This is an optimization exercise on Yosys and OpenROAD, whose aim is small area, not a production implementation. In this exercise RTL edits were held to simulation tests only and were not proved equivalent to the original. No activity file was given, so power comes from the tool's default toggle rates.

===== flow/config.mk =====
export PLATFORM = sky130hd
export DESIGN_NAME = toplevel
export DESIGN_NICKNAME = toplevel
export VERILOG_FILES = /design/flow/design.v
export SDC_FILE = /design/flow/constraint.sdc
export NUM_CORES = 4
export LEC_CHECK = 0
export CAP_MARGIN = 20
export CORE_MARGIN = 2
export CORE_UTILIZATION = 40
export SLEW_MARGIN = 20

===== flow/constraint.sdc =====
create_clock -name core_clock -period 10.0 [get_ports {clock}]
set_input_delay 2.0000 -clock core_clock [delete_from_list [all_inputs] [get_ports {clock}]]
set_output_delay 2.0000 -clock core_clock [all_outputs]
set_load 0.01 [all_outputs]

===== flow/design.v =====
 module mult_tc(a,b,product);
 parameter       a_width = 8;
 parameter       b_width = 8;
 input   [a_width-1:0]   a;
 input   [b_width-1:0]   b;
 output  [a_width+b_width-1:0]   product;
 wire    sign;
 wire    [a_width-1:0]   temp_a;
 wire    [b_width-1:0]   temp_b;
 wire    [a_width+b_width-1:0]   long_temp;
 assign sign = a[a_width-1] ^ b[b_width-1];  
 assign temp_a = (a[a_width-1] == 1'b1)? ~(a - 1'b1) : a;   
 assign temp_b = (b[b_width-1] == 1'b1)? ~(b - 1'b1) : b;   
 assign long_temp = temp_a * temp_b; 
 assign product = (sign == 1'b1) ? ~(long_temp - 1'b1) : long_temp;   
 endmodule
module clkgen ( clock , reset , mclk, sclk, lrck, seq ,
                seq_nxt , lrck_nxt , sclk_rise , sclk_fall , lrck_rise , lrck_fall ) ;
parameter RESET_TIME  =11'd511 ;
parameter COUNTER_DEPTH1 = 7'd10 ;
input clock ;
input reset ;
output mclk ;
output sclk ;
output lrck ;
output [COUNTER_DEPTH1:0] seq ;
output [COUNTER_DEPTH1:0] seq_nxt ;
output lrck_nxt ;
output sclk_rise , sclk_fall , lrck_rise , lrck_fall ;
reg mclk , sclk , lrck;
reg [COUNTER_DEPTH1:0 ] seq  ;
assign seq_nxt   = ( seq == RESET_TIME ) ? {(COUNTER_DEPTH1+1){1'b0}} : seq + 1'b1 ;
assign lrck_nxt  = seq [8] ;
assign sclk_rise =  seq [2] & ~sclk ;
assign sclk_fall = ~seq [2] &  sclk ;
assign lrck_rise =  seq [8] & ~lrck ;
assign lrck_fall = ~seq [8] &  lrck ;
always @ (posedge clock )
begin
	if (reset == 1'b0)
	begin
		seq  <= 0 ;
		mclk <= 1'b0 ;
		sclk <= 1'b0 ;
		lrck <= 1'b0 ;
	end
	else
	begin
		seq  <= seq_nxt ;
		mclk <= seq [0] ;
		sclk <= seq [2] ;
		lrck <= seq [8] ;
	end
end
endmodule
module codec_interface(
			clock, 
			reset, 
			mclk, 
			sclk, 
			lrck, 
			seq, 
			seq_nxt,
			lrck_nxt,
			sclk_rise,
			sclk_fall,
			lrck_fall,
			sdin, 
			l_fpga_to_codec, 
			r_fpga_to_codec, 
			sdout, 
			r_codec_to_fpga, 
			l_codec_to_fpga, 
			test_sdout);
parameter ARRAY_SIZE = 6'd20;
parameter SHIFT_REG = 6'd32;
parameter COUNTER_DEPTH = 7'd10;
input clock; 
input reset; 
input mclk; 
input sclk; 
input lrck; 
input [COUNTER_DEPTH:0] seq; 
input [COUNTER_DEPTH:0] seq_nxt; 
input lrck_nxt;
input sclk_rise;
input sclk_fall;
input lrck_fall;
output sdin; reg sdin;
input [ARRAY_SIZE - 1:0] l_fpga_to_codec; 
input [ARRAY_SIZE - 1:0] r_fpga_to_codec; 
input sdout; 
output [ARRAY_SIZE - 1:0] r_codec_to_fpga;
output [ARRAY_SIZE - 1:0] l_codec_to_fpga; 
output test_sdout; 
reg [SHIFT_REG - 1:0] r_in_shift;
reg [SHIFT_REG - 1:0] r_out_shift;
reg [SHIFT_REG - 1:0] r_out_shift_int;
reg [6:0] r_codec_q;
always
  @(posedge clock) begin
    if (reset == 1'b0) begin
      r_in_shift <= 0;
    end
    else if (sclk_rise) begin
      if (lrck_nxt == 1'b1) begin
        r_in_shift[SHIFT_REG - 1:0] <= {r_in_shift[30:0], sdout};
      end
    end
  end
always
  @(posedge clock) begin
    if (reset == 1'b0) begin
      sdin <= 1'b0;
      r_out_shift <= 0;
      r_out_shift_int <= 0;
    end
    else if (sclk_fall) begin
      if (seq_nxt < 11'h1D8) begin
        if (lrck_nxt == 0) begin
          sdin <= 1'b0;
        end
        else begin
          sdin <= r_out_shift_int[SHIFT_REG - 1];
          r_out_shift_int[SHIFT_REG - 1:0] <= {r_out_shift_int[30:0], r_out_shift_int[SHIFT_REG - 1]};
        end
      end
      else if (seq_nxt > 11'h1D8) begin
        r_out_shift[30:11] <= r_fpga_to_codec[ARRAY_SIZE - 1:0];
        r_out_shift_int[SHIFT_REG - 1:0] <= r_out_shift[SHIFT_REG - 1:0];
      end
    end
  end
assign l_codec_to_fpga[ARRAY_SIZE - 1:0] = 0;
assign r_codec_to_fpga[ARRAY_SIZE - 1:0] = {1'b0, r_codec_q, 12'd0};
assign test_sdout = 1'b0;
always
  @(posedge clock) begin
    if (reset == 1'b0)
      r_codec_q <= 0;
    else if (lrck_fall)
      r_codec_q <= r_in_shift[29:23];
  end
endmodule  
module filter(
			clock, 
			reset, 
			mclk, 
			sclk, 
			lrck, 
			seq, 
			lrck_rise,
			lrck_fall,
			l_codec_to_fpga, 
			r_codec_to_fpga, 
			l_fpga_to_codec, 
			r_fpga_to_codec);
parameter COUNTER_DEPTH1 = 7'd10;
parameter ARRAY_WIDTH = 7'd20;
parameter COEFF_WIDTH = 10'd8;
input clock; 
input reset; 
input mclk; 
input sclk; 
input lrck; 
input [COUNTER_DEPTH1:0] seq; 
input lrck_rise;
input lrck_fall;
input [ARRAY_WIDTH - 1:0] l_codec_to_fpga; 
input [ARRAY_WIDTH - 1:0] r_codec_to_fpga; 
output [ARRAY_WIDTH - 1:0] l_fpga_to_codec;
output [ARRAY_WIDTH - 1:0] r_fpga_to_codec; reg [ARRAY_WIDTH - 1:0] r_fpga_to_codec;
parameter divisor = 2'd11;
parameter coeff1 = 8'hF4;
parameter coeff2 = 8'hFC;
parameter coeff3 = 8'h18;
parameter coeff4 = 8'h33;
reg [7:0] r_tap1;
reg [7:0] r_tap2;
reg [7:0] r_tap3;
reg [7:0] r_tap4;
reg [7:0] r_tap5;
reg [7:0] r_tap6;
reg [7:0] r_tap7;
reg [7:0] r_tap8;
wire [ARRAY_WIDTH - 1:0] r_factor1;
wire [ARRAY_WIDTH - 1:0] r_factor2;
wire [ARRAY_WIDTH - 1:0] r_factor3;
wire [ARRAY_WIDTH - 1:0] r_factor4;
wire [ARRAY_WIDTH - 1:0] r_factor5;
wire [ARRAY_WIDTH - 1:0] r_factor6;
wire [ARRAY_WIDTH - 1:0] r_factor7;
wire [ARRAY_WIDTH - 1:0] r_factor8;
reg [ARRAY_WIDTH - 1:0] r_temp;
mult_tc m1 (coeff1, r_tap1, r_factor1[ARRAY_WIDTH - 1:4]);
mult_tc m2 (coeff2, r_tap2, r_factor2[ARRAY_WIDTH - 1:4]);
mult_tc m3 (coeff3, r_tap3, r_factor3[ARRAY_WIDTH - 1:4]);
mult_tc m4 (coeff4, r_tap4, r_factor4[ARRAY_WIDTH - 1:4]);
mult_tc m5 (coeff4, r_tap5, r_factor5[ARRAY_WIDTH - 1:4]);
mult_tc m6 (coeff3, r_tap6, r_factor6[ARRAY_WIDTH - 1:4]);
mult_tc m7 (coeff2, r_tap7, r_factor7[ARRAY_WIDTH - 1:4]);
mult_tc m8 (coeff1, r_tap8, r_factor8[ARRAY_WIDTH - 1:4]);
assign r_factor1[3:0] = 4'd0;
assign r_factor2[3:0] = 4'd0;
assign r_factor3[3:0] = 4'd0;
assign r_factor4[3:0] = 4'd0;
assign r_factor5[3:0] = 4'd0;
assign r_factor6[3:0] = 4'd0;
assign r_factor7[3:0] = 4'd0;
assign r_factor8[3:0] = 4'd0;
assign l_fpga_to_codec = 0;
always
  @(posedge clock) begin
    if (reset == 1'b0) begin
      r_tap1 <= 0;
      r_tap2 <= 0;
      r_tap3 <= 0;
      r_tap4 <= 0;
      r_tap5 <= 0;
      r_tap6 <= 0;
      r_tap7 <= 0;
      r_tap8 <= 0;
      r_temp <= 0;
      r_fpga_to_codec <= 0;
    end
    else if (lrck_rise) begin
      r_tap1 <= {r_codec_to_fpga[ARRAY_WIDTH - 2], r_codec_to_fpga[ARRAY_WIDTH - 2:12]};
      r_tap2 <= r_tap1;
      r_tap3 <= r_tap2;
      r_tap4 <= r_tap3;
      r_tap5 <= r_tap4;
      r_tap6 <= r_tap5;
      r_tap7 <= r_tap6;
      r_tap8 <= r_tap7;
      r_temp <= r_factor1 + r_factor2 + r_factor3 + r_factor4 + r_factor5 + r_factor6 + r_factor7 + r_factor8;
      r_fpga_to_codec[ARRAY_WIDTH - 1:0] <= {r_temp[ARRAY_WIDTH - 1:0]};
    end
  end
endmodule  
module toplevel (reset , clock, mclk, sclk, lrck, sdin , sdout , test_sdout) ;
parameter ARRAY_SIZE = 6'd20 ;
parameter COUNTER_DEPTH = 7'd10 ;
input reset ;
input clock ;
input sdout ;
output mclk ;
output sclk ;
output lrck ;
output sdin ;
output test_sdout ;
wire [ARRAY_SIZE-1:0] l_fpga_to_codec, r_fpga_to_codec ,l_codec_to_fpga , r_codec_to_fpga ;
wire [COUNTER_DEPTH:0] w4 ;
wire [COUNTER_DEPTH:0] w4_nxt ;
wire lrck_nxt , sclk_rise , sclk_fall , lrck_rise , lrck_fall ;
clkgen 		cod1 ( clock , reset , mclk , sclk , lrck , w4 , w4_nxt , lrck_nxt , sclk_rise , sclk_fall , lrck_rise , lrck_fall ) ;
codec_interface  in1 ( clock , reset , mclk , sclk , lrck , w4 , w4_nxt , lrck_nxt , sclk_rise , sclk_fall , lrck_fall , sdin , l_fpga_to_codec , r_fpga_to_codec , sdout , r_codec_to_fpga , l_codec_to_fpga , test_sdout ) ;
filter 		fil1 ( clock , reset , mclk , sclk , lrck , w4 , lrck_rise , lrck_fall , l_codec_to_fpga , r_codec_to_fpga, l_fpga_to_codec, r_fpga_to_codec) ;
endmodule   

===== flow/run.sh =====
#!/bin/bash
# synth_recipe.tcl (not shown) runs the flow's synth.tcl, then flattens the netlist and writes it again
# the make line also repeats each setting of config.mk as NAME=value (left out here)
make -C /OpenROAD-flow-scripts/flow DESIGN_CONFIG=/design/flow/config.mk WORK_HOME=/design/flow/orfs CLKGATE_MAP_FILE= SYNTH_SCRIPT=/design/flow/synth_recipe.tcl finish

==> results of run 1 <==
-- flip-flops by register name, indices dropped and copies added (netlist names), 11 cells and up --
register / cells
fil1.r_fpga_to_codec: 16
cod1.seq: 11
fil1.r_temp: 16
in1.r_in_shift: 30
in1.r_out_shift_int: 32
in1.r_out_shift: 16
-- through the flow --
stage	hold WS (ns)	area, um^2
6_report	0.461	15900
5_1_grt	0.483	15900
4_1_cts	0.464	15900
3_5_place_dp	0.459	15300
3_3_place_gp	0.449	15300
2_1_floorplan	0.437	14900
-- cells in the final DEF, fill, tap and decap left out, types with 10 or more instances in the layout --
master / Yosys / layout
sky130_fd_sc_hd__clkbuf_16: 0 / 17
sky130_fd_sc_hd__o211a_1: 17 / 17
sky130_fd_sc_hd__xnor2_1: 98 / 98
sky130_fd_sc_hd__conb_1: 1 / 19
sky130_fd_sc_hd__xor2_1: 49 / 49
sky130_fd_sc_hd__nand2_1: 349 / 349
sky130_fd_sc_hd__a21boi_0: 132 / 132
sky130_fd_sc_hd__ha_1: 127 / 127
sky130_fd_sc_hd__or3_1: 12 / 12
sky130_fd_sc_hd__a21oi_1: 42 / 42
sky130_fd_sc_hd__o21a_1: 17 / 16
sky130_fd_sc_hd__o31ai_1: 14 / 14
sky130_fd_sc_hd__nand2b_1: 23 / 22
sky130_fd_sc_hd__o21ai_0: 40 / 40
sky130_fd_sc_hd__dfxtp_1: 188 / 188
sky130_fd_sc_hd__a21o_1: 18 / 18
sky130_fd_sc_hd__mux2i_1: 31 / 31
sky130_fd_sc_hd__nor2b_1: 36 / 34
sky130_fd_sc_hd__a211oi_1: 11 / 11
sky130_fd_sc_hd__nand3_1: 19 / 19
sky130_fd_sc_hd__inv_1: 168 / 168
sky130_fd_sc_hd__o211ai_1: 10 / 10
sky130_fd_sc_hd__nor3_1: 28 / 28
sky130_fd_sc_hd__a22oi_1: 15 / 15
sky130_fd_sc_hd__and2_1: 11 / 11
sky130_fd_sc_hd__fa_1: 93 / 93
sky130_fd_sc_hd__nor2_1: 52 / 51
-- layer usage --
metal	global-route usage [%]	up-vias	part of all wire (%)
met1	23.8	5295	50
met3	2.31	30	2.0
li1	-	5740	-
met4	5.40	0	1.8
met2	29.0	121	46
met5	0	-	0
-- power breakdown --
part	total (mW)	switching [mW]	internal, mW
registers	0.751	0.00149	0.749
logic	0.133	0.0765	0.0570
clock network	0.705	0.326	0.379
-- worst reg2reg max path: cells and delay by family (launching register included) --
| kind | cells | cell delay (ns) |
|---|---|---|
| DFF | 1 | 0.50 |
| adders and majority gates | 10 | 4.28 |
| AOI/OAI and AO/OA | 6 | 1.12 |
| xor gates and xnor gates | 4 | 0.92 |
| buffers and inverters | 5 | 0.34 |
| and+or+nand+nor | 5 | 1.25 |
-- cell families (layout without fill, tap and decap cells) --
logic type | Yosys count | after routing | synth area share [%]
AOI/OAI and AO/OA | 355 | 355 | 17.1
xor gates and xnor gates | 147 | 147 | 8.66
adders and majority gates | 220 | 220 | 23.2
buffers and inverters | 248 | 212 | 6.41
DFF | 188 | 188 | 25.3
muxes | 32 | 32 | 2.16
other | 1 | 20 | 0.0252
and+or+nand+nor | 569 | 569 | 17.1
-- area by class of cell --
class                   instances  area [um^2]  area share [%]
diodes                          1         2.50          0.0157
clock inverters                14          179            1.12
flip-flops and latches        188         3760            23.6
repair buffers                 12          103           0.643
clock buffers                  18          429            2.69
well taps                     468          586            3.67
inverters                     168          631            3.95
multi-input cells            1342        10300            64.3
-- path summary, 6_finish.rpt --
check                                                    start  depth (start not counted)  slack, ns                             end
worst max-delay path               fil1.r_tap4[0]$_SDFFE_PN0P_                         30       1.49    fil1.r_temp[19]$_SDFFE_PN0P_
worst min register to register  in1.r_in_shift[6]$_SDFFE_PN0P_                          2       0.46  in1.r_in_shift[7]$_SDFFE_PN0P_
worst max register to register     fil1.r_tap4[0]$_SDFFE_PN0P_                         30       1.49    fil1.r_temp[19]$_SDFFE_PN0P_
worst min-delay path            in1.r_in_shift[6]$_SDFFE_PN0P_                          2       0.46  in1.r_in_shift[7]$_SDFFE_PN0P_
==> Flow_metrics.wiki, run 1 <==
{| class="wikitable"
! Metric !! Value
|-
| Critical path's top delay family || adder cells
|-
| Mean post-synth cell area || 8.45 um^2
|-
| Result of the run || no timing/DRC/antenna violations
|-
| Die Span Y || between 150 and 200 um
|-
| Share of synthesized area occupied by flip-flops and latches || 25.3%
|-
| Cell Area, Synth || 0.0149 mm^2
|-
| Drt total wl || around 32,000 um
|-
| Area share of the largest cell type after synthesis || 25.3%
|-
| Tot Pwr || roughly 1.6 mW
|-
| Max stage delay cell, worst path || sky130_fd_sc_hd__fa_1
|-
| Cell row count || 70
|-
| Worst setup timing slack at the placement stage || 1.50 ns
|-
| CTS Sinks || roughly 190
|-
| Util after Layout || a little over two fifths
|-
| Data required time at the worst endpoint || approximately 10 ns
|-
| Peak supply drop || approximately 0.00011 V
|-
| HPWL Detailed || roughly 25,000 um
|-
| Chip Width || approximately 200 um
|-
| Total of hold buffers inserted after clock tree synthesis || 0
|-
| Reported leakage power || approximately 6.9 nW
|-
| Number of vias per cell || ~5
|-
| First-pass DRT Iterations || 5
|-
| Total Routing Usage GR || roughly 18%
|-
| Count of mapped cells out of synthesis || approximately 1,800
|-
| Setup Viol. Count Final || 0
|-
| Commonest register cell after synthesis || sky130_fd_sc_hd__dfxtp_1
|-
| Drt initial violations || roughly 580
|-
| Die Outline Area || ~0.039 mm^2
|-
| Number of gates given a new drive strength after cts || 0
|-
| RSZ-0062 raised after global routing || false
|-
| I/O Buffers || 6
|-
| Async set or reset register ratio after synthesis || 0%
|-
| Number of buffers inserted during clock tree synthesis || 17
|-
| Number of H-tree branching levels || 4
|-
| Post-CTS setup buffer count || 0
|-
| Setup crit start kind || register
|-
| Pwr Density || 99.7 mW/mm^2
|-
| Final Skew || approximately 0.018 ns
|-
| Crit path largest cell delay || around 0.55 ns
|-
| Headroom to the max-slew limit || a little over a third
|-
| Tmin final || roughly 8.5 ns
|-
| Synth warnings || 4
|-
| Distinct cells, synth || 60
|-
| Final Non-Filler Cells || roughly 2,200
|-
| Number of antenna violations at the first check in global routing || 0
|-
| Initial cell density of the core || roughly 41%
|-
| Cell type contributing the most total cell area after synthesis || sky130_fd_sc_hd__dfxtp_1
|-
| Routed via count || ~11,000
|-
| Cells after DPL || approximately 2,200
|-
| Fin. max-slew vios || 0
|-
| Arrival time at the worst endpoint || approximately 8.9 ns
|-
| Slew at the pin closest to its max-slew limit || 0.953 ns
|-
| Max cap viols || 0
|-
| Final worst-path cycle share || between 80% and 90%
|-
| Synth area leaders || sky130_fd_sc_hd__dfxtp_1 (25%), sky130_fd_sc_hd__fa_1 (13%), sky130_fd_sc_hd__ha_1 (11%)
|-
| CP Capture Type || register
|-
| Root buffer selected by CTS || sky130_fd_sc_hd__clkbuf_16
|-
| Clock latency on the worst-skew pair || approximately 0.46 ns
|-
| Area added between synthesis and finish || 7.27%
|-
| Number of synthesized register bits || around 190
|-
| Post-synth EDFFs || 0
|-
| Path type of the worst setup path || register to register
|-
| Clock tree from TritonCTS || yes
|-
| Critical-path maximum fanout || 8
|-
| Routability cong. || slightly below 0.9
|-
| Achievable clock frequency || ~0.12 GHz
|-
| Final count of hold timing violations || 0
|-
| Number of buffers on the longest clock path || 2
|-
| Number of filler instances in the final layout || ~3,600
|-
| Maximum number of pins on one net before global-route repair || between 90 and 100
|-
| Worst path most repeated cell || sky130_fd_sc_hd__fa_1
|-
| Tightest Hold Check Type || register to register
|-
| Number of top-level design ports || 8
|-
| Final routed wire length divided by cell count || between 10 and 15 um
|-
| CTS clock-pin slew for the worst setup and hold paths || around 0.080 ns
|-
| Number of nets at the end of the flow || slightly below 2,000
|-
| Share of post-route cells with drive strength above 1 || under 10%
|-
| Number of nets with antenna violations after detailed routing || 0
|-
| Vias in the first global route || between 10,000 and 15,000
|-
| Area of the core || between 0.03 and 0.04 mm^2
|-
| Gr ovfl total || 0
|-
| Top cells by instance count after synthesis || sky130_fd_sc_hd__nand2_1 (349), sky130_fd_sc_hd__dfxtp_1 (188), sky130_fd_sc_hd__inv_1 (168), sky130_fd_sc_hd__a21boi_0 (132), sky130_fd_sc_hd__ha_1 (127)
|-
| Most frequently used cell type in the post-synthesis netlist || sky130_fd_sc_hd__nand2_1
|-
| Setup slack after layout || roughly 1.5 ns
|-
| Wire length of the first global-routing pass || approximately 55,000 um
|-
| Final routed DRC violation total || 0
|-
| Number of buffers and inverters on the critical path || 5
|-
| Aggregate negative setup slack || 0 ns
|}
==> run 2: changes to the inputs <==
==> flow/design.v (replaced) <==
module toplevel (reset, clock, mclk, sclk, lrck, sdin, sdout, test_sdout);
input  reset;
input  clock;
input  sdout;
output mclk;
output sclk;
output lrck;
output sdin;
output test_sdout;
reg [8:0] p;
reg       f;
always @(posedge clock) begin
  if (reset == 1'b0) begin
    p <= 9'd0;
    f <= 1'b1;
  end else begin
    p <= p + {8'd0, ~f};
    f <= 1'b0;
  end
end
assign mclk = p[0];
assign sclk = p[2];
assign lrck = p[8];
assign test_sdout = 1'b0;
reg fresh;
always @(posedge clock) begin
  if (reset == 1'b0)
    fresh <= 1'b1;
  else if (p[4])
    fresh <= 1'b0;
end
reg [10:0] r0;
wire ins0 = (p == 9'd323);
always @(posedge clock) r0 <= {r0[9:0], fresh ? 1'b0 : (ins0 ? sdout : r0[10])};
reg [10:0] r1;
wire ins1 = (p == 9'd315);
always @(posedge clock) r1 <= {r1[9:0], fresh ? 1'b0 : (ins1 ? sdout : r1[10])};
reg [10:0] r2;
wire ins2 = (p == 9'd307);
always @(posedge clock) r2 <= {r2[9:0], fresh ? 1'b0 : (ins2 ? sdout : r2[10])};
reg [10:0] r3;
wire ins3 = (p == 9'd299);
always @(posedge clock) r3 <= {r3[9:0], fresh ? 1'b0 : (ins3 ? sdout : r3[10])};
reg [10:0] r4;
wire ins4 = (p == 9'd291);
always @(posedge clock) r4 <= {r4[9:0], fresh ? 1'b0 : (ins4 ? sdout : r4[10])};
reg [10:0] r5;
wire ins5 = (p == 9'd283);
always @(posedge clock) r5 <= {r5[9:0], fresh ? 1'b0 : (ins5 ? sdout : r5[10])};
reg [10:0] r6;
wire ins6 = (p == 9'd275);
always @(posedge clock) r6 <= {r6[9:0], fresh ? 1'b0 : (ins6 ? sdout : r6[10])};
wire [6:0] x = {r6[4], r5[7], r4[10], r3[2], r2[5], r1[8], r0[0]};
reg en, sub, dblm;
always @(*) begin
  en = 1'b0;
  sub = 1'b0;
  dblm = 1'b0;
  case (p)
    9'd400: begin dblm = 1'b1; end
    9'd403: begin en = 1'b1; end
    9'd409: begin en = 1'b1; end
    9'd411: begin dblm = 1'b1; end
    9'd414: begin en = 1'b1; end
    9'd415: begin en = 1'b1; end
    9'd419: begin en = 1'b1; end
    9'd420: begin en = 1'b1; end
    9'd422: begin dblm = 1'b1; end
    9'd426: begin en = 1'b1; end
    9'd427: begin en = 1'b1; sub = 1'b1; end
    9'd429: begin en = 1'b1; sub = 1'b1; end
    9'd430: begin en = 1'b1; end
    9'd433: begin dblm = 1'b1; end
    9'd435: begin en = 1'b1; sub = 1'b1; end
    9'd438: begin en = 1'b1; sub = 1'b1; end
    9'd440: begin en = 1'b1; sub = 1'b1; end
    9'd443: begin en = 1'b1; sub = 1'b1; end
    9'd444: begin dblm = 1'b1; end
    9'd447: begin en = 1'b1; end
    9'd453: begin en = 1'b1; end
    9'd455: begin dblm = 1'b1; end
    9'd458: begin en = 1'b1; end
    9'd464: begin en = 1'b1; end
    default: ;
  endcase
end
wire txw  = p[8] & (p[7] ? (p[6:3] == 4'd0) : (p[6:3] != 4'd0));
wire dbl  = fresh | dblm | (txw & (p[2:0] == 3'b111));
reg  [15:0] acc;
wire [15:0] xe = {{9{x[6]}}, x};
wire [15:0] bop = dbl ? acc : (en ? (sub ? ~xe : xe) : 16'd0);
always @(posedge clock)
  acc <= acc + bop + {15'd0, en & sub};
assign sdin = txw & acc[15];
endmodule
==> Flow_metrics.wiki, run 2 <==
{| class="wikitable"
! Metric !! Value
|-
| Async set or reset register ratio after synthesis || 0%
|-
| Number of synthesized register bits || around 100
|-
| Number of nets at the end of the flow || approximately 380
|-
| Depth of the worst hold-timing path || 0
|-
| Reported leakage power || 1.58 nW
|-
| HPWL Detailed || 4260 um
|-
| Total Routing Usage GR || ~14%
|-
| Share of synthesized area occupied by flip-flops and latches || a little over half
|-
| CP Capture Type || register
|-
| Number of antenna violations at the first check in global routing || 0
|-
| Final worst-path cycle share || between 40% and 50%
|-
| Number of buffers inserted during clock tree synthesis || 9
|-
| Total of hold buffers inserted after clock tree synthesis || 0
|-
| First-pass DRT Iterations || 4
|-
| Startpoint of the worst-slack reg-to-reg timing path || p[3]$_SDFF_PN0_
|-
| Pwr Density || between 200 and 300 mW/mm^2
|-
| Routed via count || about 2,400
|-
| Root buffer selected by CTS || sky130_fd_sc_hd__clkbuf_8
|-
| Clock latency on the worst-skew pair || about 0.37 ns
|-
| Clock tree from TritonCTS || yes
|-
| Number of vias per cell || roughly 4.9
|-
| Final routed DRC violation total || 0
|-
| Aggregate negative setup slack || 0 ns
|-
| Commonest non-fill, non-tap cells in the layout || sky130_fd_sc_hd__dfxtp_1 (104), sky130_fd_sc_hd__nor2_1 (28), sky130_fd_sc_hd__a21oi_1 (18), sky130_fd_sc_hd__nand2_1 (16), sky130_fd_sc_hd__ha_1 (16)
|-
| Max cap viols || 0
|-
| Most common library cell in the layout ignoring fill and taps || sky130_fd_sc_hd__dfxtp_1
|-
| RSZ-0062 raised after global routing || false
|-
| Distinct cells, synth || 58
|-
| End of the worst hold path || r2[9]$_DFF_P_
|-
| Number of flip-flops in the largest register || 16
|-
| Cell row count || 35
|-
| Arrival time at the worst endpoint || around 5 ns
|-
| Synth area leaders || sky130_fd_sc_hd__dfxtp_1 (54%), sky130_fd_sc_hd__ha_1 (5.2%), sky130_fd_sc_hd__nor2_1 (2.7%)
|-
| CTS clock-pin slew for the worst setup and hold paths || around 0.1 ns
|-
| Cells after DPL || between 400 and 500
|-
| Antenna fix cells || 0
|-
| Area of the core || a little over 0.009 mm^2
|-
| Commonest register cell after synthesis || sky130_fd_sc_hd__dfxtp_1
|-
| Fin. max-slew vios || 0
|-
| Data required time at the worst endpoint || ~10 ns
|-
| Post-synth EDFFs || 0
|-
| Maximum number of pins on one net before global-route repair || 26
|-
| Share of post-route cells with drive strength above 1 || 8.86%
|-
| Final routed wire length divided by cell count || ~13 um
|-
| Die Span Y || a little over 100 um
|-
| Result of the run || no timing/DRC/antenna violations
|-
| Top cells by instance count after synthesis || sky130_fd_sc_hd__dfxtp_1 (104), sky130_fd_sc_hd__nor2_1 (28), sky130_fd_sc_hd__a21oi_1 (18), sky130_fd_sc_hd__ha_1 (16), sky130_fd_sc_hd__nand2_1 (16)
|-
| Routability cong. || around 0.9
|-
| Internal power || ~770 uW
|-
| Number of nets with antenna violations after detailed routing || 0
|-
| Largest Register || acc
|-
| Number of filler instances in the final layout || 882
|-
| Final Non-Filler Cells || roughly 500
|-
| Slew at the pin closest to its max-slew limit || between 0.8 and 0.9 ns
|-
| Mean post-synth cell area || ~11 um^2
|-
| Final Skew || about 0.011 ns
|-
| Area share of the largest cell type after synthesis || between 50% and 60%
|-
| Final count of hold timing violations || 0
|-
| Number of buffers on the longest clock path || 2
|-
| Initial cell density of the core || ~41%
|-
| Count of mapped cells out of synthesis || between 300 and 400
|-
| Fraction of power spent switching nets || between 30% and 40%
|-
| Critical-path maximum fanout || 25
|-
| Combinational fraction of design power || 37.9%
|-
| Drt total wl || roughly 6400 um
|-
| Clock network fraction of design power || 20.6%
|-
| Combined area of the multi-input logic cells || approximately 0.0016 mm^2
|-
| Number of H-tree branching levels || 3
|-
| Tightest Hold Check Type || register to register
|-
| Start point of the worst hold path || r2[8]$_DFF_P_
|-
| CTS Sinks || 104
|-
| Share of power burned in registers || approximately 42%
|-
| Number of top-level design ports || 8
|-
| Synth warnings || 1
|-
| FF/Latch Area || roughly 0.0021 mm^2
|-
| Headroom to the max-slew limit || between 40% and 50%
|-
| Achievable clock frequency || 0.217 GHz
|-
| Die Outline Area || roughly 0.010 mm^2
|-
| Vias in the first global route || around 2,300
|-
| Cell Area, Synth || approximately 0.0038 mm^2
|-
| Peak supply drop || roughly 0.00016 V
|-
| Internal reg-to-reg setup slack || between 5 and 6 ns
|-
| RR Endpoint || acc[14]$_DFF_P_
|-
| Total net switching power || ~400 uW
|-
| Wire length of the first global-routing pass || around 11,000 um
|-
| Cell type contributing the most total cell area after synthesis || sky130_fd_sc_hd__dfxtp_1
|-
| Most frequently used cell type in the post-synthesis netlist || sky130_fd_sc_hd__dfxtp_1
|-
| Tmin final || around 4.6 ns
|-
| Drt initial violations || 72
|-
| Setup Viol. Count Final || 0
|-
| Number of gates given a new drive strength after cts || 0
|-
| Post-CTS setup buffer count || 0
|-
| Gr ovfl total || 0
|-
| Worst R2R Path Depth || 13
|-
| Area added between synthesis and finish || 7.45%
|-
| Chip Width || slightly above 100 um
|-
| Setup crit start kind || register
|-
| Path type of the worst setup path || register to register
|-
| I/O Buffers || 6
|}
run 2: cell types whose count changed in the layout (fill, tap and decap cells not counted), moves of 24 or more:
cell and delta:
sky130_fd_sc_hd__nand2_1 -333, sky130_fd_sc_hd__nor2b_1 -28, sky130_fd_sc_hd__xor2_1 -41, sky130_fd_sc_hd__fa_1 -91
sky130_fd_sc_hd__ha_1 -111, sky130_fd_sc_hd__o21ai_0 -26, sky130_fd_sc_hd__inv_1 -155, sky130_fd_sc_hd__dfxtp_1 -84
sky130_fd_sc_hd__xnor2_1 -87, sky130_fd_sc_hd__a21boi_0 -131, sky130_fd_sc_hd__a21oi_1 -24
run 2: logic make-up after synthesis:
| family | Yosys count | share of synthesized area, % |
|---|---|---|
| xor gates and xnor gates | 19 | 4.34 |
| AOI/OAI and AO/OA | 69 | 12.7 |
| muxes | 13 | 3.56 |
| adders and majority gates | 18 | 6.27 |
| and+or+nand+nor | 101 | 14.2 |
| other | 1 | 0.0979 |
| DFF | 104 | 54.4 |
| buffers and inverters | 30 | 4.41 |
run 2: final cells by class:
cell class | instances | area share [%]
flip-flops and latches | 104 | 50.6
multi-input cells | 221 | 38.4
well taps | 129 | 3.92
clock buffers | 9 | 3.01
repair buffers | 6 | 1.46
inverters | 15 | 1.37
clock inverters | 6 | 1.28
run 2: power groups by stage:
| stage | registers (mW) | clock network, mW | logic (mW) |
|---|---|---|---|
| after floorplan | 0.486 | 0 | 0.377 |
| after global placement | 0.494 | 0 | 0.432 |
| after detailed placement | 0.494 | 0 | 0.443 |
| after CTS | 0.485 | 0.252 | 0.444 |
| after global routing | 0.490 | 0.265 | 0.506 |
| final | 0.484 | 0.240 | 0.442 |
run 2: how the worst max path moves through the flow:
stage / to / startpoint / slack (ns) / depth (start not counted)
2_1_floorplan: acc[14]$_DFF_P_ / p[4]$_SDFF_PN0_ / 6.33 / 16
3_3_place_gp: acc[14]$_DFF_P_ / p[4]$_SDFF_PN0_ / 5.61 / 13
3_5_place_dp: acc[14]$_DFF_P_ / p[3]$_SDFF_PN0_ / 5.43 / 13
4_1_cts: acc[14]$_DFF_P_ / p[3]$_SDFF_PN0_ / 5.39 / 13
5_1_grt: acc[14]$_DFF_P_ / p[3]$_SDFF_PN0_ / 4.96 / 13
6_report: acc[14]$_DFF_P_ / p[3]$_SDFF_PN0_ / 5.39 / 13
run 2: through the flow:
step | util (%) | power (mW) | hold WS [ns] | instance area, um^2 | worst slack (ns)
6_report | 44.3 | 1.17 | 0.328 | 4120 | 5.39
5_1_grt | 44.3 | 1.26 | 0.334 | 4120 | 4.96
4_1_cts | 44.3 | 1.18 | 0.332 | 4120 | 5.39
3_5_place_dp | 42.4 | 0.937 | 0.312 | 3940 | 5.43
3_3_place_gp | 42.4 | 0.925 | 0.310 | 3940 | 5.61
2_1_floorplan | - | 0.862 | 0.310 | 3830 | 6.33
run 2: routing by layer:
layer / vias up / routed length (um) / track usage, % / part of all wire (%)
li1: 1232 / - / - / -
met1: 1087 / 3160 / 17.7 / 50
met2: 52 / 2780 / 20.3 / 44
met3: 13 / 260 / 4.45 / 4.1
met4: 0 / 157 / 7.49 / 2.5
met5: - / 0 / 0 / 0
run 2: critical path, cell delays in order, from the launching register on:
cell                        delay [ns]
sky130_fd_sc_hd__dfxtp_1          0.53
sky130_fd_sc_hd__or3_4            0.48
sky130_fd_sc_hd__nor3_2           0.17
sky130_fd_sc_hd__a2111oi_2        0.10
sky130_fd_sc_hd__nor3_4           0.78
sky130_fd_sc_hd__o211ai_2         0.36
sky130_fd_sc_hd__o21a_1           0.21
sky130_fd_sc_hd__ha_1             0.33
sky130_fd_sc_hd__a21oi_1          0.17
sky130_fd_sc_hd__o21ai_0          0.16
sky130_fd_sc_hd__or4_1            0.44
sky130_fd_sc_hd__o211ai_1         0.20
sky130_fd_sc_hd__or4b_1           0.45
sky130_fd_sc_hd__o311ai_0         0.11
==> run 3: changes to the inputs <==
--- a/flow/design.v
+++ b/flow/design.v
@@ -52,3 +52,3 @@
 always @(posedge clock) r6 <= {r6[9:0], fresh ? 1'b0 : (ins6 ? sdout : r6[10])};
-wire [6:0] x = {r6[4], r5[7], r4[10], r3[2], r2[5], r1[8], r0[0]};
+wire [6:0] x = {r6[5], r5[8], r4[0], r3[3], r2[6], r1[9], r0[1]};
 reg en, sub, dblm;
@@ -59,26 +59,25 @@
   case (p)
-    9'd400: begin dblm = 1'b1; end
-    9'd403: begin en = 1'b1; end
-    9'd409: begin en = 1'b1; end
-    9'd411: begin dblm = 1'b1; end
-    9'd414: begin en = 1'b1; end
-    9'd415: begin en = 1'b1; end
-    9'd419: begin en = 1'b1; end
-    9'd420: begin en = 1'b1; end
-    9'd422: begin dblm = 1'b1; end
-    9'd426: begin en = 1'b1; end
-    9'd427: begin en = 1'b1; sub = 1'b1; end
-    9'd429: begin en = 1'b1; sub = 1'b1; end
-    9'd430: begin en = 1'b1; end
-    9'd433: begin dblm = 1'b1; end
-    9'd435: begin en = 1'b1; sub = 1'b1; end
-    9'd438: begin en = 1'b1; sub = 1'b1; end
-    9'd440: begin en = 1'b1; sub = 1'b1; end
-    9'd443: begin en = 1'b1; sub = 1'b1; end
-    9'd444: begin dblm = 1'b1; end
-    9'd447: begin en = 1'b1; end
-    9'd453: begin en = 1'b1; end
-    9'd455: begin dblm = 1'b1; end
-    9'd458: begin en = 1'b1; end
-    9'd464: begin en = 1'b1; end
+    9'd128: begin en = 1'b1; end
+    9'd129: begin en = 1'b1; end
+    9'd134: begin en = 1'b1; end
+    9'd135: begin en = 1'b1; end
+    9'd143: begin dblm = 1'b1; end
+    9'd145: begin en = 1'b1; end
+    9'd151: begin en = 1'b1; end
+    9'd159: begin dblm = 1'b1; end
+    9'd160: begin en = 1'b1; sub = 1'b1; end
+    9'd161: begin en = 1'b1; sub = 1'b1; end
+    9'd168: begin en = 1'b1; sub = 1'b1; end
+    9'd169: begin en = 1'b1; sub = 1'b1; end
+    9'd175: begin dblm = 1'b1; end
+    9'd177: begin en = 1'b1; sub = 1'b1; end
+    9'd180: begin en = 1'b1; sub = 1'b1; end
+    9'd182: begin en = 1'b1; sub = 1'b1; end
+    9'd185: begin en = 1'b1; sub = 1'b1; end
+    9'd191: begin dblm = 1'b1; end
+    9'd195: begin en = 1'b1; end
+    9'd200: begin en = 1'b1; end
+    9'd207: begin dblm = 1'b1; end
+    9'd211: begin en = 1'b1; end
+    9'd217: begin en = 1'b1; end
     default: ;
@@ -89,6 +88,14 @@
 reg  [15:0] acc;
-wire [15:0] xe = {{9{x[6]}}, x};
-wire [15:0] bop = dbl ? acc : (en ? (sub ? ~xe : xe) : 16'd0);
-always @(posedge clock)
-  acc <= acc + bop + {15'd0, en & sub};
+wire [6:0]  y  = {7{en}} & (x ^ {7{sub}});
+wire        sx = en & (x[6] ^ sub);
+wire [15:0] bop = dbl ? acc : {{9{sx}}, y};
+wire [16:0] cy;
+assign cy[0] = en & sub;
+genvar i;
+generate
+  for (i = 0; i < 16; i = i + 1) begin : add
+    assign cy[i+1] = (acc[i] & bop[i]) | (acc[i] & cy[i]) | (bop[i] & cy[i]);
+    always @(posedge clock) acc[i] <= acc[i] ^ bop[i] ^ cy[i];
+  end
+endgenerate
 assign sdin = txw & acc[15];
--- a/flow/config.mk
+++ b/flow/config.mk
@@ -10,2 +10,4 @@
 export CORE_UTILIZATION = 40
+export CTS_BUF_LIST = sky130_fd_sc_hd__clkbuf_16
+export CTS_CLUSTER_SIZE = 40
 export SLEW_MARGIN = 20
==> Flow_metrics.wiki, run 3 <==
{| class="wikitable"
! Metric !! Value
|-
| Result of the run || no timing/DRC/antenna violations
|-
| RR Endpoint || acc[15]$_DFF_P_
|-
| Number of nets with antenna violations after detailed routing || 0
|-
| Distinct cells, synth || 47
|-
| Drt total wl || ~5000 um
|-
| Top cells by instance count after synthesis || sky130_fd_sc_hd__dfxtp_1 (104), sky130_fd_sc_hd__inv_1 (29), sky130_fd_sc_hd__a21oi_1 (19), sky130_fd_sc_hd__nand2_1 (17), sky130_fd_sc_hd__o21ai_0 (16)
|-
| Clock latency on the worst-skew pair || ~0.33 ns
|-
| Max cap viols || 0
|-
| Number of buffers inserted during clock tree synthesis || 9
|-
| Most common library cell in the layout ignoring fill and taps || sky130_fd_sc_hd__dfxtp_1
|-
| Worst setup timing slack at the placement stage || about 1.9 ns
|-
| Async set or reset register ratio after synthesis || 0%
|-
| Most frequently used cell type in the post-synthesis netlist || sky130_fd_sc_hd__dfxtp_1
|-
| Reported leakage power || between 1 and 1.5 nW
|-
| Routability cong. || between 0.8 and 0.9
|-
| Setup Viol. Count Final || 0
|-
| Final count of hold timing violations || 0
|-
| Met1 wire length || around 2500 um
|-
| CP Capture Type || register
|-
| Fin area || 0.00381 mm^2
|-
| Start point of the worst hold path || r6[4]$_DFF_P_
|-
| Wire length on met2 || approximately 2300 um
|-
| Cell type contributing the most total cell area after synthesis || sky130_fd_sc_hd__dfxtp_1
|-
| Area of the core || about 0.0082 mm^2
|-
| Number of antenna violations at the first check in global routing || 0
|-
| Tightest Hold Check Type || register to register
|-
| Achievable clock frequency || approximately 0.12 GHz
|-
| Gr ovfl total || 0
|-
| Data required time at the worst endpoint || about 10 ns
|-
| Setup crit start kind || register
|-
| Slew at the pin closest to its max-slew limit || between 0.6 and 0.7 ns
|-
| Pwr Density || 270 mW/mm^2
|-
| Cell row count || 33
|-
| Number of H-tree branching levels || 3
|-
| Critical-path maximum fanout || 12
|-
| Number of vias per cell || around 4.6
|-
| Depth of the worst hold-timing path || 0
|-
| Worst R2R Path Depth || 25
|-
| Headroom to the max-slew limit || between 50% and 60%
|-
| Aggregate negative setup slack || 0 ns
|-
| First-pass DRT Iterations || 4
|-
| Commonest non-fill, non-tap cells in the layout || sky130_fd_sc_hd__dfxtp_1 (104), sky130_fd_sc_hd__inv_1 (29), sky130_fd_sc_hd__a21oi_1 (19), sky130_fd_sc_hd__nand2_1 (17), sky130_fd_sc_hd__o21ai_0 (16)
|-
| Cell Area, Synth || ~0.0034 mm^2
|-
| Arrival time at the worst endpoint || just over 8 ns
|-
| Final routed DRC violation total || 0
|-
| Antenna fix cells || 0
|-
| Total net switching power || a little under 300 uW
|-
| Maximum number of pins on one net before global-route repair || 27
|-
| Area share of the largest cell type after synthesis || 61.3%
|-
| Peak supply drop || 0.000161 V
|-
| Number of nets at the end of the flow || between 300 and 400
|-
| Initial cell density of the core || between 40 and 50%
|-
| Internal reg-to-reg setup slack || 2.00 ns
|-
| Die Span Y || 96.2 um
|-
| Commonest register cell after synthesis || sky130_fd_sc_hd__dfxtp_1
|-
| Post-CTS setup buffer count || 0
|-
| Final routed wire length divided by cell count || around 12 um
|-
| Synth warnings || 1
|-
| End of the worst hold path || r6[5]$_DFF_P_
|-
| Vias in the first global route || 1,858
|-
| I/O Buffers || 6
|-
| Area added between synthesis and finish || 12.2%
|-
| Post-synthesis share of cell area spent on and, or, nand and nor gates || 11.9%
|-
| Count of mapped cells out of synthesis || 290
|-
| RSZ-0062 raised after global routing || false
|-
| Root buffer selected by CTS || sky130_fd_sc_hd__clkbuf_16
|-
| Total Routing Usage GR || about an eighth
|-
| Die Outline Area || 0.00925 mm^2
|-
| Post-synth EDFFs || 0
|-
| Total of hold buffers inserted after clock tree synthesis || 0
|-
| Final worst-path cycle share || between 80% and 90%
|-
| Fin. max-slew vios || 0
|-
| Fraction of power spent switching nets || approximately 29%
|-
| Share of the synthesized area in compound gates (AO/OA/AOI/OAI) || 8.40%
|-
| Startpoint of the worst-slack reg-to-reg timing path || p[2]$_SDFF_PN0_
|-
| Number of synthesized register bits || between 100 and 150
|-
| Clock tree from TritonCTS || yes
|-
| Number of top-level design ports || 8
|-
| CTS Sinks || 104
|-
| Path type of the worst setup path || register to register
|-
| Number of flip-flops in the largest register || 16
|-
| HPWL Detailed || roughly 3400 um
|-
| Mean post-synth cell area || between 10 and 15 um^2
|-
| Synth area leaders || sky130_fd_sc_hd__dfxtp_1 (61%), sky130_fd_sc_hd__fa_1 (8.8%), sky130_fd_sc_hd__inv_1 (3.2%)
|-
| Drt initial violations || 80
|-
| Tmin final || about 8 ns
|-
| Routed via count || approximately 1,900
|-
| Clock network fraction of design power || 31.7%
|-
| Hold slack || between 0.3 and 0.4 ns
|-
| Highest routed layer || met4
|-
| Share of synthesized area occupied by flip-flops and latches || between 60% and 70%
|-
| Setup slack after layout || about 2 ns
|-
| Internal power || between 700 and 800 uW
|-
| Combinational fraction of design power || a little over a fifth
|-
| Number of gates given a new drive strength after cts || 0
|-
| Number of buffers on the longest clock path || 2
|-
| Share of power burned in registers || a little under half
|-
| Final Skew || about 0.0065 ns
|-
| Util after Layout || 46.4%
|-
| Dominant combinational cell family by area after synthesis || simple AND/OR/NAND/NOR gates
|-
| Wire length of the first global-routing pass || approximately 8700 um
|-
| Share of cell area taken by muxes after synthesis || 2.14%
|-
| Share of the synthesized netlist area taken by xor and xnor gates || under 10%
|-
| Chip Width || 96.2 um
|-
| Post-Place Cell Area || between 0.003 and 0.004 mm^2
|-
| Area share of fa/ha/maj cells after synthesis || around a tenth
|-
| Share of post-route cells with drive strength above 1 || between 9 and 10%
|-
| CTS clock-pin slew for the worst setup and hold paths || roughly 0.070 ns
|-
| Largest Register || acc
|-
| Met3 WL || roughly 150 um
|}
-- run 3: cell types whose count changed in the layout (fill, tap and decap cells not counted), sizes merged, moves of 4 or more --
| cell | delta |
|---|---|
| ha | -14 |
| fa | +13 |
| nor4b | +4 |
| nand4 | -6 |
| a21o | -5 |
| xor2 | -6 |
| inv | +14 |
| nor3 | -5 |
| nor2 | -13 |
| o21a | -11 |
| xnor2 | -7 |
| nand3 | -4 |
-- run 3: kinds of logic after synthesis --
| family | count (synthesis) |
|---|---|
| AO/OA/AOI/OAI | 44 |
| XOR/XNOR | 6 |
| adder cells (fa/ha/maj) | 17 |
| buffers and inverters | 40 |
| flip-flops | 104 |
| multiplexers | 7 |
| other | 1 |
| AND/OR/NAND/NOR | 71 |
-- run 3: through the flow --
| step | total power [mW] | std cells |
|---|---|---|
| after floorplan | 0.663 | 290 |
| after global placement | 0.704 | 391 |
| after detailed placement | 0.716 | 391 |
| after CTS | 1.05 | 407 |
| after global routing | 1.10 | 407 |
| final | 1.03 | 407 |
-- run 3: worst max path at each step --
stage,from,to,slack (ns),depth (start not counted)
after floorplan,p[2]$_SDFF_PN0_,acc[15]$_DFF_P_,2.60,26
after global placement,p[2]$_SDFF_PN0_,acc[15]$_DFF_P_,2.14,25
after detailed placement,p[2]$_SDFF_PN0_,acc[15]$_DFF_P_,1.95,25
after CTS,p[2]$_SDFF_PN0_,acc[15]$_DFF_P_,1.91,25
after global routing,p[4]$_SDFF_PN0_,acc[15]$_DFF_P_,1.54,24
final,p[2]$_SDFF_PN0_,acc[15]$_DFF_P_,2.00,25
-- run 3: power groups by stage --
stage                     logic [mW]  registers (mW)  clock network, mW
after floorplan                0.179           0.485                  0
after global placement         0.215           0.489                  0
after detailed placement       0.226           0.490                  0
after CTS                      0.231           0.481              0.334
after global routing           0.266           0.486              0.352
final                          0.222           0.481              0.326
-- run 3: worst max-delay path, stage by stage, from the launching register on --
cell                       delay [ns]
sky130_fd_sc_hd__dfxtp_1         0.58
sky130_fd_sc_hd__nor4bb_1        0.32
sky130_fd_sc_hd__a21oi_1         0.10
sky130_fd_sc_hd__nor4b_2         0.53
sky130_fd_sc_hd__mux2_2          0.26
sky130_fd_sc_hd__o21ai_0         0.11
sky130_fd_sc_hd__fa_1            0.45
sky130_fd_sc_hd__fa_1            0.37
sky130_fd_sc_hd__inv_1           0.07
sky130_fd_sc_hd__fa_1            0.18
sky130_fd_sc_hd__fa_1            0.18
sky130_fd_sc_hd__fa_1            0.19
sky130_fd_sc_hd__fa_1            0.17
sky130_fd_sc_hd__inv_1           0.05
sky130_fd_sc_hd__fa_1            0.37
sky130_fd_sc_hd__fa_1            0.39
sky130_fd_sc_hd__fa_1            0.39
sky130_fd_sc_hd__fa_1            0.39
sky130_fd_sc_hd__fa_1            0.39
sky130_fd_sc_hd__fa_1            0.39
sky130_fd_sc_hd__fa_1            0.39
sky130_fd_sc_hd__fa_1            0.39
sky130_fd_sc_hd__fa_1            0.47
sky130_fd_sc_hd__or4_1           0.52
sky130_fd_sc_hd__a21oi_1         0.17
sky130_fd_sc_hd__nor3_2          0.06
-- run 3: final cells by class --
cell class	instances	area (um^2)
Fill cell	744	4400
Sequential cell	104	2080
Multi-Input combinational cell	146	1140
Clock buffer	9	225
Tap cell	105	131
Inverter	30	113
Timing Repair Buffer	6	60.1
Clock inverter	7	56.3
-- run 3: routing by layer --
| layer | vias up | GRT usage [%] |
|---|---|---|
| met1 | 869 | 16.6 |
| met5 | - | 0 |
| met3 | 8 | 3.84 |
| li1 | 953 | - |
| met2 | 30 | 19.0 |
| met4 | 0 | 4.88 |
==> run 4: changes to the inputs <==
--- a/flow/config.mk
+++ b/flow/config.mk
@@ -10,4 +10,2 @@
 export CORE_UTILIZATION = 40
-export CTS_BUF_LIST = sky130_fd_sc_hd__clkbuf_16
-export CTS_CLUSTER_SIZE = 40
 export SLEW_MARGIN = 20
==> Flow_metrics.wiki, run 4 <==
{| class="wikitable"
! Metric !! Value
|-
| Final routed wire length divided by cell count || between 10 and 15 um
|-
| Number of gates given a new drive strength after cts || 0
|-
| Max cap viols || 0
|-
| Internal reg-to-reg setup slack || 1.99 ns
|-
| Most frequently used cell type in the post-synthesis netlist || sky130_fd_sc_hd__dfxtp_1
|-
| Final worst-path cycle share || 80.1%
|-
| Chip Width || approximately 96 um
|-
| Number of nets with antenna violations after detailed routing || 0
|-
| Count of mapped cells out of synthesis || between 200 and 300
|-
| Gr ovfl total || 0
|-
| Peak supply drop || between 0.00015 and 0.0002 V
|-
| Mean post-synth cell area || roughly 12 um^2
|-
| Data required time at the worst endpoint || between 10 and 15 ns
|-
| Final routed DRC violation total || 0
|-
| Total net switching power || between 200 and 300 uW
|-
| Combined area of the multi-input logic cells || ~0.0011 mm^2
|-
| Result of the run || no timing/DRC/antenna violations
|-
| Clock network fraction of design power || a little over a quarter
|-
| Aggregate negative setup slack || 0 ns
|-
| Number of buffers inserted during clock tree synthesis || 9
|-
| Async set or reset register ratio after synthesis || 0%
|-
| Drt total wl || roughly 5000 um
|-
| Tightest Hold Check Type || register to register
|-
| Wire length of the first global-routing pass || just under 9000 um
|-
| Routability cong. || around 0.83
|-
| Start point of the worst hold path || r1[5]$_DFF_P_
|-
| Vias in the first global route || ~1,900
|-
| CTS clock-pin slew for the worst setup and hold paths || approximately 0.1 ns
|-
| Share of power burned in registers || about half
|-
| Routed via count || roughly 1,800
|-
| Number of nets at the end of the flow || 317
|-
| Area of the core || roughly 0.008 mm^2
|-
| CP Capture Type || register
|-
| Synth warnings || 1
|-
| Top cells by instance count after synthesis || sky130_fd_sc_hd__dfxtp_1 (104), sky130_fd_sc_hd__inv_1 (29), sky130_fd_sc_hd__a21oi_1 (19), sky130_fd_sc_hd__nand2_1 (17), sky130_fd_sc_hd__o21ai_0 (16)
|-
| Distinct cells, synth || between 40 and 50
|-
| Worst R2R Path Depth || 25
|-
| Pwr Density || around 260 mW/mm^2
|-
| Depth of the worst hold-timing path || 0
|-
| Synth area leaders || sky130_fd_sc_hd__dfxtp_1 (61%), sky130_fd_sc_hd__fa_1 (8.8%), sky130_fd_sc_hd__inv_1 (3.2%)
|-
| Cell Area, Synth || 0.00340 mm^2
|-
| Final count of hold timing violations || 0
|-
| Total Routing Usage GR || between 10% and 20%
|-
| Cells after DPL || approximately 390
|-
| Post-synth EDFFs || 0
|-
| Number of filler instances in the final layout || approximately 750
|-
| Hold slack || 0.330 ns
|-
| Antenna fix cells || 0
|-
| Number of vias per cell || 4.54
|-
| Util after Layout || between 40% and 50%
|-
| Highest routed layer || met4
|-
| HPWL Detailed || around 3400 um
|-
| Total of hold buffers inserted after clock tree synthesis || 0
|-
| Share of post-route cells with drive strength above 1 || under 10%
|-
| Post-CTS setup buffer count || 0
|-
| Startpoint of the worst-slack reg-to-reg timing path || p[2]$_SDFF_PN0_
|-
| Area share of the largest cell type after synthesis || between 60% and 70%
|-
| Drt initial violations || 57
|-
| Commonest register cell after synthesis || sky130_fd_sc_hd__dfxtp_1
|-
| Internal power || approximately 670 uW
|-
| Met1 wire length || 2520 um
|-
| Share of synthesized area occupied by flip-flops and latches || between 60% and 70%
|-
| Number of antenna violations at the first check in global routing || 0
|-
| Fin. max-slew vios || 0
|-
| Setup Viol. Count Final || 0
|-
| Number of H-tree branching levels || 3
|-
| First-pass DRT Iterations || 4
|-
| Combinational fraction of design power || between 20% and 30%
|-
| Area added between synthesis and finish || 9.83%
|-
| Initial cell density of the core || between 40% and 50%
|-
| I/O Buffers || 6
|-
| Die Outline Area || approximately 0.0092 mm^2
|-
| Number of flip-flops in the largest register || 16
|-
| Cell type contributing the most total cell area after synthesis || sky130_fd_sc_hd__dfxtp_1
|-
| RR Endpoint || acc[15]$_DFF_P_
|-
| CTS Sinks || around 100
|-
| End of the worst hold path || r1[6]$_DFF_P_
|-
| Clock tree from TritonCTS || yes
|-
| FF/Latch Area || 0.00208 mm^2
|-
| Slew at the pin closest to its max-slew limit || around 0.61 ns
|-
| Commonest non-fill, non-tap cells in the layout || sky130_fd_sc_hd__dfxtp_1 (104), sky130_fd_sc_hd__inv_1 (29), sky130_fd_sc_hd__a21oi_1 (19), sky130_fd_sc_hd__nand2_1 (17), sky130_fd_sc_hd__o21ai_0 (16)
|-
| Arrival time at the worst endpoint || ~8.3 ns
|-
| Number of buffers on the longest clock path || 2
|-
| Most common library cell in the layout ignoring fill and taps || sky130_fd_sc_hd__dfxtp_1
|-
| RSZ-0062 raised after global routing || false
|-
| Root buffer selected by CTS || sky130_fd_sc_hd__clkbuf_8
|-
| Final Skew || a little under 0.009 ns
|-
| Met3 WL || 113 um
|-
| Path type of the worst setup path || register to register
|-
| Fraction of power spent switching nets || ~30%
|-
| Wire length on met2 || 2280 um
|-
| Largest Register || acc
|-
| Maximum number of pins on one net before global-route repair || 27
|-
| Final Non-Filler Cells || 407
|-
| Clock latency on the worst-skew pair || 0.35 ns
|-
| Number of top-level design ports || 8
|-
| Tmin final || about 8 ns
|-
| Critical-path maximum fanout || 12
|-
| Number of synthesized register bits || roughly 100
|-
| Headroom to the max-slew limit || about three fifths
|-
| Setup crit start kind || register
|-
| Die Span Y || 96.2 um
|-
| Achievable clock frequency || 0.125 GHz
|-
| Reported leakage power || ~1.5 nW
|-
| Cell row count || 33
|}
run 4: kinds of logic after synthesis:
logic type      share of synthesized area (%)
simple gates                             11.9
mux                                      2.14
buf+inv                                  5.01
other cells                             0.110
xor+xnor                                 1.55
flops                                    61.3
compound gates                           8.40
fa+ha+maj                                9.58
run 4: worst max-delay path by stage:
stage                               start  slack (ns)  cells after the start         endpoint
after floorplan           p[2]$_SDFF_PN0_        2.60                     26  acc[15]$_DFF_P_
after global placement    p[2]$_SDFF_PN0_        2.14                     25  acc[15]$_DFF_P_
after detailed placement  p[2]$_SDFF_PN0_        1.95                     25  acc[15]$_DFF_P_
after CTS                 p[2]$_SDFF_PN0_        1.90                     25  acc[15]$_DFF_P_
after global routing      p[4]$_SDFF_PN0_        1.53                     24  acc[15]$_DFF_P_
final                     p[2]$_SDFF_PN0_        1.99                     25  acc[15]$_DFF_P_
run 4: metal layers:
layer | track usage, % | up-vias
li1 | - | 955
met2 | 18.8 | 17
met5 | 0 | -
met1 | 16.5 | 871
met4 | 5.71 | 0
met3 | 4.07 | 6
run 4: final cells by class:
type / instances / area share (%)
timing repair buffer: 6 / 1.61
clock inverter: 5 / 1.31
tap: 105 / 3.52
inverter: 30 / 3.02
sequential: 104 / 55.8
clock buffer: 11 / 4.06
multi-input combinational: 146 / 30.7
run 4: power groups by stage:
stage	sequential [mW]	clock [mW]	combinational, mW
after floorplan	0.485	0	0.179
after global placement	0.489	0	0.215
after detailed placement	0.490	0	0.226
after CTS	0.481	0.262	0.231
after global routing	0.486	0.280	0.266
final	0.481	0.253	0.222
run 4: worst max-delay path, cell delays in order, from the launching register on:
cell	delay, ns
sky130_fd_sc_hd__dfxtp_1	0.59
sky130_fd_sc_hd__nor4bb_1	0.32
sky130_fd_sc_hd__a21oi_1	0.10
sky130_fd_sc_hd__nor4b_2	0.53
sky130_fd_sc_hd__mux2_2	0.26
sky130_fd_sc_hd__o21ai_0	0.11
sky130_fd_sc_hd__fa_1	0.45
sky130_fd_sc_hd__fa_1	0.37
sky130_fd_sc_hd__inv_1	0.07
sky130_fd_sc_hd__fa_1	0.18
sky130_fd_sc_hd__fa_1	0.18
sky130_fd_sc_hd__fa_1	0.19
sky130_fd_sc_hd__fa_1	0.17
sky130_fd_sc_hd__inv_1	0.05
sky130_fd_sc_hd__fa_1	0.37
sky130_fd_sc_hd__fa_1	0.39
sky130_fd_sc_hd__fa_1	0.39
sky130_fd_sc_hd__fa_1	0.38
sky130_fd_sc_hd__fa_1	0.39
sky130_fd_sc_hd__fa_1	0.39
sky130_fd_sc_hd__fa_1	0.39
sky130_fd_sc_hd__fa_1	0.39
sky130_fd_sc_hd__fa_1	0.47
sky130_fd_sc_hd__or4_1	0.52
sky130_fd_sc_hd__a21oi_1	0.17
sky130_fd_sc_hd__nor3_2	0.06
run 4: metrics by stage:
stage	worst slack, ns	total power [mW]	instance area (um^2)
after floorplan	2.60	0.663	3400
after global placement	2.14	0.704	3530
after detailed placement	1.95	0.716	3530
after CTS	1.90	0.974	3730
after global routing	1.53	1.03	3730
final	1.99	0.956	3730
==> run 5: changes to the inputs <==
--- a/flow/config.mk
+++ b/flow/config.mk
@@ -10,2 +10,3 @@
 export CORE_UTILIZATION = 40
+export CTS_BUF_LIST = sky130_fd_sc_hd__clkbuf_2 sky130_fd_sc_hd__clkbuf_4 sky130_fd_sc_hd__clkbuf_8
 export SLEW_MARGIN = 20
==> Flow_metrics.wiki, run 5 <==
{| class="wikitable"
! Metric !! Value
|-
| Top cells by instance count after synthesis || sky130_fd_sc_hd__dfxtp_1 (104), sky130_fd_sc_hd__inv_1 (29), sky130_fd_sc_hd__a21oi_1 (19), sky130_fd_sc_hd__nand2_1 (17), sky130_fd_sc_hd__o21ai_0 (16)
|-
| Number of flip-flops in the largest register || 16
|-
| Number of H-tree branching levels || 3
|-
| Number of synthesized register bits || about 100
|-
| I/O Buffers || 6
|-
| Die Span Y || slightly below 100 um
|-
| Data required time at the worst endpoint || approximately 10 ns
|-
| Clock tree from TritonCTS || yes
|-
| Number of antenna violations at the first check in global routing || 0
|-
| Commonest register cell after synthesis || sky130_fd_sc_hd__dfxtp_1
|-
| RSZ-0062 raised after global routing || false
|-
| Drt total wl || about 5000 um
|-
| Cell row count || 33
|-
| Startpoint of the worst-slack reg-to-reg timing path || p[2]$_SDFF_PN0_
|-
| Reported leakage power || between 1 and 1.5 nW
|-
| Post-CTS setup buffer count || 0
|-
| Final worst-path cycle share || approximately 80%
|-
| Tightest Hold Check Type || register to register
|-
| Aggregate negative setup slack || 0 ns
|-
| Path type of the worst setup path || register to register
|-
| Cells after DPL || 391
|-
| Area of the core || a little over 0.008 mm^2
|-
| Peak supply drop || approximately 0.00016 V
|-
| Number of nets at the end of the flow || approximately 320
|-
| Depth of the worst hold-timing path || 0
|-
| Gr ovfl total || 0
|-
| Distinct cells, synth || 47
|-
| RR Endpoint || acc[15]$_DFF_P_
|-
| Share of post-route cells with drive strength above 1 || roughly 10%
|-
| Number of buffers on the longest clock path || 2
|-
| Initial cell density of the core || approximately two fifths
|-
| Cell Area, Synth || 0.00340 mm^2
|-
| Final routed DRC violation total || 0
|-
| Slew at the pin closest to its max-slew limit || 0.614 ns
|-
| Fin area || between 0.003 and 0.004 mm^2
|-
| Headroom to the max-slew limit || between 50 and 60%
|-
| Number of vias per cell || between 4 and 5
|-
| Async set or reset register ratio after synthesis || 0%
|-
| Number of nets with antenna violations after detailed routing || 0
|-
| Result of the run || no timing/DRC/antenna violations
|-
| Critical path startpoint || p[2]$_SDFF_PN0_
|-
| Vias in the first global route || roughly 1,900
|-
| Chip Width || 96.2 um
|-
| Die Outline Area || 0.00925 mm^2
|-
| Post-Place Cell Area || approximately 0.0035 mm^2
|-
| Mean post-synth cell area || 11.7 um^2
|-
| Achievable clock frequency || ~0.12 GHz
|-
| CTS Sinks || 104
|-
| CP Capture Type || register
|-
| Area share of the largest cell type after synthesis || ~61%
|-
| CTS clock-pin slew for the worst setup and hold paths || ~0.10 ns
|-
| Synth warnings || 1
|-
| HPWL Detailed || around 3400 um
|-
| Share of synthesized area occupied by flip-flops and latches || around three fifths
|-
| Routed via count || 1,849
|-
| Pwr Density || ~260 mW/mm^2
|-
| Post-synth EDFFs || 0
|-
| First-pass DRT Iterations || 4
|-
| Internal reg-to-reg setup slack || around 2 ns
|-
| Antenna fix cells || 0
|-
| Final Non-Filler Cells || ~410
|-
| Tmin final || between 8 and 9 ns
|-
| Total Routing Usage GR || between 10% and 20%
|-
| Max cap viols || 0
|-
| Final Skew || between 0.008 and 0.009 ns
|-
| Worst setup endpoint || acc[15]$_DFF_P_
|-
| Commonest non-fill, non-tap cells in the layout || sky130_fd_sc_hd__dfxtp_1 (104), sky130_fd_sc_hd__inv_1 (29), sky130_fd_sc_hd__a21oi_1 (19), sky130_fd_sc_hd__nand2_1 (17), sky130_fd_sc_hd__o21ai_0 (16)
|-
| Maximum number of pins on one net before global-route repair || 27
|-
| Arrival time at the worst endpoint || 8.26 ns
|-
| Critical-path maximum fanout || 12
|-
| Number of buffers inserted during clock tree synthesis || 9
|-
| Root buffer selected by CTS || sky130_fd_sc_hd__clkbuf_8
|-
| Worst R2R Path Depth || 25
|-
| Total of hold buffers inserted after clock tree synthesis || 0
|-
| Count of mapped cells out of synthesis || between 200 and 300
|-
| Final count of hold timing violations || 0
|-
| Most common library cell in the layout ignoring fill and taps || sky130_fd_sc_hd__dfxtp_1
|-
| Cell type contributing the most total cell area after synthesis || sky130_fd_sc_hd__dfxtp_1
|-
| Most frequently used cell type in the post-synthesis netlist || sky130_fd_sc_hd__dfxtp_1
|-
| Synth area leaders || sky130_fd_sc_hd__dfxtp_1 (61%), sky130_fd_sc_hd__fa_1 (8.8%), sky130_fd_sc_hd__inv_1 (3.2%)
|-
| Area added between synthesis and finish || 9.83%
|-
| Clock latency on the worst-skew pair || between 0.3 and 0.4 ns
|-
| Fin. max-slew vios || 0
|-
| Number of gates given a new drive strength after cts || 0
|-
| Final routed wire length divided by cell count || about 12 um
|-
| Setup Viol. Count Final || 0
|-
| Drt initial violations || 57
|-
| Wire length of the first global-routing pass || between 8000 and 9000 um
|-
| Number of filler instances in the final layout || around 750
|-
| Number of top-level design ports || 8
|-
| Setup crit start kind || register
|-
| Routability cong. || between 0.8 and 0.9
|-
| Largest Register || acc
|}
run 5: critical path: stages, from the launching register on:
cell	delay, ns
sky130_fd_sc_hd__dfxtp_1	0.59
sky130_fd_sc_hd__nor4bb_1	0.32
sky130_fd_sc_hd__a21oi_1	0.10
sky130_fd_sc_hd__nor4b_2	0.53
sky130_fd_sc_hd__mux2_2	0.26
sky130_fd_sc_hd__o21ai_0	0.11
sky130_fd_sc_hd__fa_1	0.45
sky130_fd_sc_hd__fa_1	0.37
sky130_fd_sc_hd__inv_1	0.07
sky130_fd_sc_hd__fa_1	0.18
sky130_fd_sc_hd__fa_1	0.18
sky130_fd_sc_hd__fa_1	0.19
sky130_fd_sc_hd__fa_1	0.17
sky130_fd_sc_hd__inv_1	0.05
sky130_fd_sc_hd__fa_1	0.37
sky130_fd_sc_hd__fa_1	0.39
sky130_fd_sc_hd__fa_1	0.39
sky130_fd_sc_hd__fa_1	0.38
sky130_fd_sc_hd__fa_1	0.39
sky130_fd_sc_hd__fa_1	0.39
sky130_fd_sc_hd__fa_1	0.39
sky130_fd_sc_hd__fa_1	0.39
sky130_fd_sc_hd__fa_1	0.47
sky130_fd_sc_hd__or4_1	0.52
sky130_fd_sc_hd__a21oi_1	0.17
sky130_fd_sc_hd__nor3_2	0.06
run 5: cells by family (layout without fill, tap and decap cells):
group / after synthesis / after routing / share of synthesized area (%)
fa+ha+maj: 17 / 17 / 9.58
mux: 7 / 7 / 2.14
simple gates: 71 / 71 / 11.9
flops: 104 / 104 / 61.3
xor+xnor: 6 / 6 / 1.55
compound gates: 44 / 44 / 8.40
other cells: 1 / 1 / 0.110
buf+inv: 40 / 52 / 5.01
run 5: cell type report:
| type | count | area [um^2] | share of cell area (%) |
|---|---|---|---|
| Inverter | 30 | 113 | 3.02 |
| Multi-Input combinational cell | 146 | 1140 | 30.7 |
| Sequential cell | 104 | 2080 | 55.8 |
| Timing Repair Buffer | 6 | 60.1 | 1.61 |
| Clock buffer | 11 | 151 | 4.06 |
| Tap cell | 105 | 131 | 3.52 |
| Clock inverter | 5 | 48.8 | 1.31 |
run 5: power by group:
| group | internal [mW] | leakage (nW) | switching, mW |
|---|---|---|---|
| sequential | 0.459 | 0.844 | 0.0218 |
| clock | 0.109 | 0.101 | 0.144 |
| combinational | 0.100 | 0.510 | 0.122 |
run 5: routing by layer:
metal  GRT usage, %  vias to the layer above  part of all wire, %
li1               -                      955                    -
met1           16.5                      871                   51
met2           18.8                       17                   46
met3           4.07                        6                  2.3
met4           5.71                        0                  1.2
met5              0                        -                    0
run 5: per-stage QoR:
stage                     worst slack, ns  util [%]  total power [mW]  hold slack [ns]
after floorplan                      2.60         -             0.663            0.310
after global placement               2.14      43.0             0.704            0.310
after detailed placement             1.95      43.0             0.716            0.312
after CTS                            1.90      45.4             0.974            0.335
after global routing                 1.53      45.4              1.03            0.332
final                                1.99      45.4             0.956            0.330
run 5: worst min path at each step:
stage,from,endpoint
3_5_place_dp,r0[0]$_SDFF_PP0_,r0[1]$_DFF_P_
3_3_place_gp,r6[3]$_DFF_P_,r6[4]$_DFF_P_
2_1_floorplan,r0[9]$_DFF_P_,r0[10]$_DFF_P_
5_1_grt,r6[4]$_DFF_P_,r6[5]$_DFF_P_
4_1_cts,r6[4]$_DFF_P_,r6[5]$_DFF_P_
6_report,r1[5]$_DFF_P_,r1[6]$_DFF_P_

afterwards: timing with drivers on the ports:
In the flow no input, the clock included, has a driving cell. The finished layouts below were timed again as built, in two steps. Step 1 (the two cells are an assumption about what drives the block):
set clk [get_ports {clock}]
set_driving_cell -lib_cell sky130_fd_sc_hd__clkbuf_16 $clk
set_driving_cell -lib_cell sky130_fd_sc_hd__buf_2 [delete_from_list [all_inputs] $clk]
Step 2 moves the port delays by t, midway between the first and last clock arrival at a register: inputs arrive t later, outputs are due t later. That takes back most of the time a late clock gives input paths. Slacks: no drivers / after step 1 / after step 2; pairs: no drivers / after step 1.
run | shift t [ns] | slack for setup (ns) | worst setup path after step 2
run 1 | 0.498 | 1.488 / 1.488 / 1.488 | register to register
run 2 | 0.399 | 5.393 / 5.393 / 5.393 | register to register
run 3 | 0.363 | 1.998 / 1.998 / 1.998 | register to register
run 4 | 0.380 | 1.994 / 1.994 / 1.994 | register to register
run 5 | 0.380 | 1.994 / 1.994 / 1.994 | register to register
After both steps setup and hold are still met in every run listed.
